This is an optimization exercise on Yosys and OpenROAD, whose aim is small area, a short achievable clock period and few clock cycles per item, not a production implementation. Where RTL was checked, it was by simulation tests only, not by an equivalence proof against the original. Power figures rest on the tool's default switching activity, not on a simulated workload.

==> flow/design.v <==
`timescale 1ns / 1ps
module cordic(
    input clk,
    input rst,                 
    input start,               
    input signed [7:0] xin,
    input signed [7:0] yin,
    input signed [7:0] angle,
    output reg signed [7:0] sine,
    output reg done
);
    reg signed [7:0] x, y, z;
    reg [6:0] ph;
    wire idle = ph[0];
    reg [7:0] xs, ys, at;
    integer j, k;
    always @(*) begin
        for (j = 0; j < 8; j = j + 1) begin
            xs[j] = idle & xin[j];
            ys[j] = idle & yin[j];
            for (k = 1; k < 7; k = k + 1) begin
                xs[j] = xs[j] | (ph[k] & x[(j + k > 7) ? 7 : j + k]);
                ys[j] = ys[j] | (ph[k] & y[(j + k > 7) ? 7 : j + k]);
            end
        end
        at = ({8{idle}} & 8'd50) | ({8{ph[1]}} & 8'd29) | ({8{ph[2]}} & 8'd15)
           | ({8{ph[3]}} & 8'd8) | ({8{ph[4]}} & 8'd4) | ({8{ph[5]}} & 8'd2)
           | ({8{ph[6]}} & 8'd1);
    end
    wire signed [7:0] xa = idle ? xin : x;
    wire signed [7:0] ya = idle ? yin : y;
    wire signed [7:0] za = idle ? angle : z;
    wire neg = za[7];
    function [7:0] addsub;
        input [7:0] a, b;
        input n;
        reg [7:0] bb, g, p, gg, pp, gn, pn;
        integer i, s;
        begin
            bb = b ^ {8{n}};
            g = a & bb;
            p = a ^ bb;
            gg = g;
            pp = p;
            gg[0] = g[0] | (p[0] & n);
            for (s = 1; s < 8; s = s * 2) begin
                gn = gg;
                pn = pp;
                for (i = s; i < 8; i = i + 1) begin
                    gn[i] = gg[i] | (pp[i] & gg[i - s]);
                    pn[i] = pp[i] & pp[i - s];
                end
                gg = gn;
                pp = pn;
            end
            addsub = p ^ {gg[6:0], n};
        end
    endfunction
    always @(posedge clk) begin
        x <= addsub(xa, ys, ~neg);
        y <= addsub(ya, xs, neg);
        z <= addsub(za, at, ~neg);
        done <= ph[6] & ~rst;
        if (rst)
            ph <= 7'b0000001;
        else if (idle)
            ph <= start ? 7'b0000010 : 7'b0000001;
        else
            ph <= {ph[5:0], ph[6]};
    end
    always @(*) sine = z[7] ? y - (x >>> 7) : y + (x >>> 7);
endmodule
export LEC_CHECK = 0
export CAP_MARGIN = 20
export CORE_MARGIN = 2
export CORE_UTILIZATION = 70
export SETUP_SLACK_MARGIN = 1.0
export SLEW_MARGIN = 20
create_clock -name core_clock -period 4.0 [get_ports {clk}]
standard.sh (not shown) runs the stock make flow with config.mk's settings and CLKGATE_MAP_FILE= SYNTH_SCRIPT=/design/flow/synth_recipe.tcl, a recipe that flattens the netlist after the stock synthesis.
==> flow/flow/run.sh <==
#!/bin/bash
# The standard layout, with the port buffers made from buf_2 cells instead of the
# slow delay buffers buffer_ports picks by default.
set -euo pipefail
export BUFFER_PORTS_ARGS="-buffer_cell sky130_fd_sc_hd__buf_2"

bash standard.sh > standard.log 2>&1
Testbench counts at the start, summed over its fixed seeds: cycles 28,000, items 4,000.
Edit:
--- a/flow/design.v
+++ b/flow/design.v
@@ -9,31 +9,36 @@
     output reg signed [7:0] sine,
     output reg done
 );
     reg signed [7:0] x, y, z;
     reg [6:0] ph;
     wire idle = ph[0];
-    reg [7:0] xs, ys, at;
+    wire ni = angle[7];
+    wire nr = z[7];
+    wire [7:0] xsr, ysr;
+    reg [7:0] xsh, ysh, at;
     integer j, k;
     always @(*) begin
         for (j = 0; j < 8; j = j + 1) begin
-            xs[j] = idle & xin[j];
-            ys[j] = idle & yin[j];
+            xsh[j] = 1'b0;
+            ysh[j] = 1'b0;
             for (k = 1; k < 7; k = k + 1) begin
-                xs[j] = xs[j] | (ph[k] & x[(j + k > 7) ? 7 : j + k]);
-                ys[j] = ys[j] | (ph[k] & y[(j + k > 7) ? 7 : j + k]);
+                xsh[j] = xsh[j] | (ph[k] & x[(j + k > 7) ? 7 : j + k]);
+                ysh[j] = ysh[j] | (ph[k] & y[(j + k > 7) ? 7 : j + k]);
             end
         end
         at = ({8{idle}} & 8'd50) | ({8{ph[1]}} & 8'd29) | ({8{ph[2]}} & 8'd15)
            | ({8{ph[3]}} & 8'd8) | ({8{ph[4]}} & 8'd4) | ({8{ph[5]}} & 8'd2)
            | ({8{ph[6]}} & 8'd1);
     end
+    wire [7:0] bx = idle ? (yin ^ {8{~ni}}) : (ysh ^ {8{~nr}});
+    wire [7:0] by = idle ? (xin ^ {8{ni}}) : (xsh ^ {8{nr}});
+    wire n = idle ? ni : nr;
     wire signed [7:0] xa = idle ? xin : x;
     wire signed [7:0] ya = idle ? yin : y;
     wire signed [7:0] za = idle ? angle : z;
-    wire neg = za[7];
     function [7:0] addsub;
         input [7:0] a, b;
         input n;
         reg [7:0] bb, g, p, gg, pp, gn, pn;
         integer i, s;
         begin
@@ -53,16 +58,40 @@
                 gg = gn;
                 pp = pn;
             end
             addsub = p ^ {gg[6:0], n};
         end
     endfunction
+    function [7:0] addc;
+        input [7:0] a, b;
+        input c;
+        reg [7:0] g, p, gg, pp, gn, pn;
+        integer i, s;
+        begin
+            g = a & b;
+            p = a ^ b;
+            gg = g;
+            pp = p;
+            gg[0] = g[0] | (p[0] & c);
+            for (s = 1; s < 8; s = s * 2) begin
+                gn = gg;
+                pn = pp;
+                for (i = s; i < 8; i = i + 1) begin
+                    gn[i] = gg[i] | (pp[i] & gg[i - s]);
+                    pn[i] = pp[i] & pp[i - s];
+                end
+                gg = gn;
+                pp = pn;
+            end
+            addc = p ^ {gg[6:0], c};
+        end
+    endfunction
     always @(posedge clk) begin
-        x <= addsub(xa, ys, ~neg);
-        y <= addsub(ya, xs, neg);
-        z <= addsub(za, at, ~neg);
+        x <= addc(xa, bx, ~n);
+        y <= addc(ya, by, n);
+        z <= addsub(za, at, ~n);
         done <= ph[6] & ~rst;
         if (rst)
             ph <= 7'b0000001;
         else if (idle)
             ph <= start ? 7'b0000010 : 7'b0000001;
         else
Result: Wire length fell by 6.6%; register-to-register slack barely changes; global-route usage drops by 3.6 points; sequential cell count stays the same; via count went down by 3.2%; combinational power increases by about 3%; clock-buffer cell count went up by 1; total power drops by about 0.4%; area after synthesis climbs by about 7%; cell area increases by about 4.5%; sequential power decreases by about 1%.
Function not checked in the second run of this note: the RTL went through the layout flow alone.

* * *

RTL: the design.v shown in full above, as it stands there.
Settings: LEC_CHECK=0, CAP_MARGIN=20, CORE_MARGIN=2, CORE_UTILIZATION=70, SETUP_SLACK_MARGIN=0.8, SLEW_MARGIN=20; clock period 4.0 ns.
==> flow/flow/run.sh <==
#!/bin/bash
# The standard layout, with the port buffers made from buf_2 cells instead of the
# slow delay buffers buffer_ports picks by default.
set -euo pipefail
export BUFFER_PORTS_ARGS="-buffer_cell sky130_fd_sc_hd__buf_2"
export ADDER_MAP_FILE=
bash standard.sh > standard.log 2>&1
Testbench counts at the start, summed over its fixed seeds: cycles 28,000, items 4,000.
Edit:
--- a/flow/design.v
+++ b/flow/design.v
@@ -32,30 +32,14 @@
     wire signed [7:0] za = idle ? angle : z;
     wire neg = za[7];
     function [7:0] addsub;
         input [7:0] a, b;
         input n;
-        reg [7:0] bb, g, p, gg, pp, gn, pn;
-        integer i, s;
+        reg [8:0] t;
         begin
-            bb = b ^ {8{n}};
-            g = a & bb;
-            p = a ^ bb;
-            gg = g;
-            pp = p;
-            gg[0] = g[0] | (p[0] & n);
-            for (s = 1; s < 8; s = s * 2) begin
-                gn = gg;
-                pn = pp;
-                for (i = s; i < 8; i = i + 1) begin
-                    gn[i] = gg[i] | (pp[i] & gg[i - s]);
-                    pn[i] = pp[i] & pp[i - s];
-                end
-                gg = gn;
-                pp = pn;
-            end
-            addsub = p ^ {gg[6:0], n};
+            t = {a, 1'b1} + {b ^ {8{n}}, n};
+            addsub = t[8:1];
         end
     endfunction
     always @(posedge clk) begin
         x <= addsub(xa, ys, ~neg);
         y <= addsub(ya, xs, neg);
First-iteration DRC count decreases by 32%.
Hold slack gets worse by 0.025 ns.
Core utilization is higher by 2.5 points.
Setup slack gets worse by 0.036 ns.
Combinational power went down by about 4%.
Area after synthesis went down by 4.0%.
Power rose by 1.9%.
Routed wire length goes down by 8.1%.
Global-route usage fell by 1.9 points.
Final area drops by 3.4%.
Testbench counts after the change, summed over its fixed seeds: cycles 28,000, items 4,000.

* * *

Setup of oak:
Another version of the RTL of cordic (not shown whole).
Size in the first run: ~390 cells after synthesis, ~3400 um2 of cells after synthesis.
Design cordic, start of the top module:
module cordic(
    input clk,
    input rst,                 
    input start,               
    input signed [7:0] xin,
    input signed [7:0] yin,
    input signed [7:0] angle,
    output reg signed [7:0] sine,
    output reg done
);
==> module cordic, before the edit <==
module cordic(
    input clk,
    input rst,                 
    input start,               
    input signed [7:0] xin,
    input signed [7:0] yin,
    input signed [7:0] angle,
    output reg signed [7:0] sine,
    output reg done
);
    reg signed [7:0] x, y, z;
    reg [2:0] cnt;
    reg busy;
    reg [7:0] at;
    always @(*) begin
        case (cnt)
            3'd0: at = 8'd50;
            3'd1: at = 8'd29;
            3'd2: at = 8'd15;
            3'd3: at = 8'd8;
            3'd4: at = 8'd4;
            3'd5: at = 8'd2;
            default: at = 8'd1;
        endcase
    end
    wire signed [7:0] xs = x >>> cnt;
    wire signed [7:0] ys = y >>> cnt;
    wire neg = z[7];
    always @(posedge clk) begin
        done <= 1'b0;
        if (rst) begin
            busy <= 1'b0;
        end else if (start) begin
            x <= xin;
            y <= yin;
            z <= angle;
            cnt <= 3'd0;
            busy <= 1'b1;
        end else if (busy) begin
            x <= neg ? x + ys : x - ys;
            y <= neg ? y - xs : y + xs;
            z <= neg ? z + at : z - at;
            cnt <= cnt + 3'd1;
            if (cnt == 3'd6) begin
                busy <= 1'b0;
                done <= 1'b1;
            end
        end
    end
    always @(*) sine = z[7] ? y - (x >>> 7) : y + (x >>> 7);
endmodule
clock: 4.0 ns
lec_check: 0
cap_margin: 20
core_margin: 2
core_utilization: 40
slew_margin: 20
run.sh (not shown) runs the stock make flow with config.mk's settings and CLKGATE_MAP_FILE= SYNTH_SCRIPT=/design/flow/synth_recipe.tcl, a recipe that flattens the netlist after the stock synthesis.
Stock flow here: none of the scripts above is used.
Input changes introduced in pine (baseline for comparison: oak):
==> flow/design.v, changed modules only <==
module cordic(
    input clk,
    input rst,                 
    input start,               
    input signed [7:0] xin,
    input signed [7:0] yin,
    input signed [7:0] angle,
    output reg signed [7:0] sine,
    output reg done
);
    reg signed [7:0] x, y, z;
    reg [2:0] cnt;             
    reg [7:0] at;
    always @(*) begin
        case (cnt)
            3'd0: at = 8'd50;
            3'd1: at = 8'd29;
            3'd2: at = 8'd15;
            3'd3: at = 8'd8;
            3'd4: at = 8'd4;
            3'd5: at = 8'd2;
            default: at = 8'd1;
        endcase
    end
    wire signed [7:0] xa = start ? xin : x;
    wire signed [7:0] ya = start ? yin : y;
    wire signed [7:0] za = start ? angle : z;
    wire signed [7:0] xs = start ? xin : (x >>> cnt);
    wire signed [7:0] ys = start ? yin : (y >>> cnt);
    wire neg = za[7];
    always @(posedge clk) begin
        x <= neg ? xa + ys : xa - ys;
        y <= neg ? ya - xs : ya + xs;
        z <= neg ? za + at : za - at;
        done <= 1'b0;
        if (rst) begin
            cnt <= 3'd0;
        end else if (start) begin
            cnt <= 3'd1;
        end else if (cnt != 3'd0) begin
            cnt <= (cnt == 3'd6) ? 3'd0 : cnt + 3'd1;
            done <= (cnt == 3'd6);
        end
    end
    always @(*) sine = z[7] ? y - (x >>> 7) : y + (x >>> 7);
endmodule
Findings:
- Flip-flop and latch count (pine over oak): decrease, 3.4%
- Against oak, mean instance size in the synthesized netlist in pine fell by a few percent.
- Multi-input combinational gate total came out lower on pine than on oak.
- Row count was lower in pine than in oak.
- Setup slack: pine more than oak
- Compare oak and pine | wire length higher: oak
No functional check of the RTL was part of any run of this note.

[what the ideal ports hide]
The results above use ideal ports. As a check the final layouts listed here were re-extracted and re-timed, cells and wires unchanged.
Step 1, drivers: a clkbuf_16 drives clk and a buf_2 each remaining input, both assumed.
Step 2, shift: input delay + t, output delay - t, t = (earliest + latest rising clock arrival at the registers) / 2. This alone moves slack from input paths to output paths.
Slacks: ideal ports / drivers / drivers and shift; pairs: ideal ports / drivers.
run	shift t [ns]	slack for setup (ns)	worst register clock-pin slew, ns	cell pins on the clock port's net
the first run of note 1	0.315	1.084 / 1.055 / 0.859	0.07 / 0.07	1
the second run of note 1	0.310	1.127 / 1.096 / 0.883	0.07 / 0.07	1
the first run of note 2	0.314	0.977 / 0.981 / 0.674	0.07 / 0.07	1
the second run of note 2	0.308	0.941 / 0.941 / 0.752	0.07 / 0.07	1
oak	0.304	0.262 / 0.234 / 0.289	0.07 / 0.07	1
pine	0.316	0.297 / 0.268 / 0.297	0.11 / 0.11	1
After both steps setup and hold are still met in every run listed. The setup slack of the first run of note 2, which loses most, moves by +0.004 ns with the drivers and by -0.303 ns with both steps.
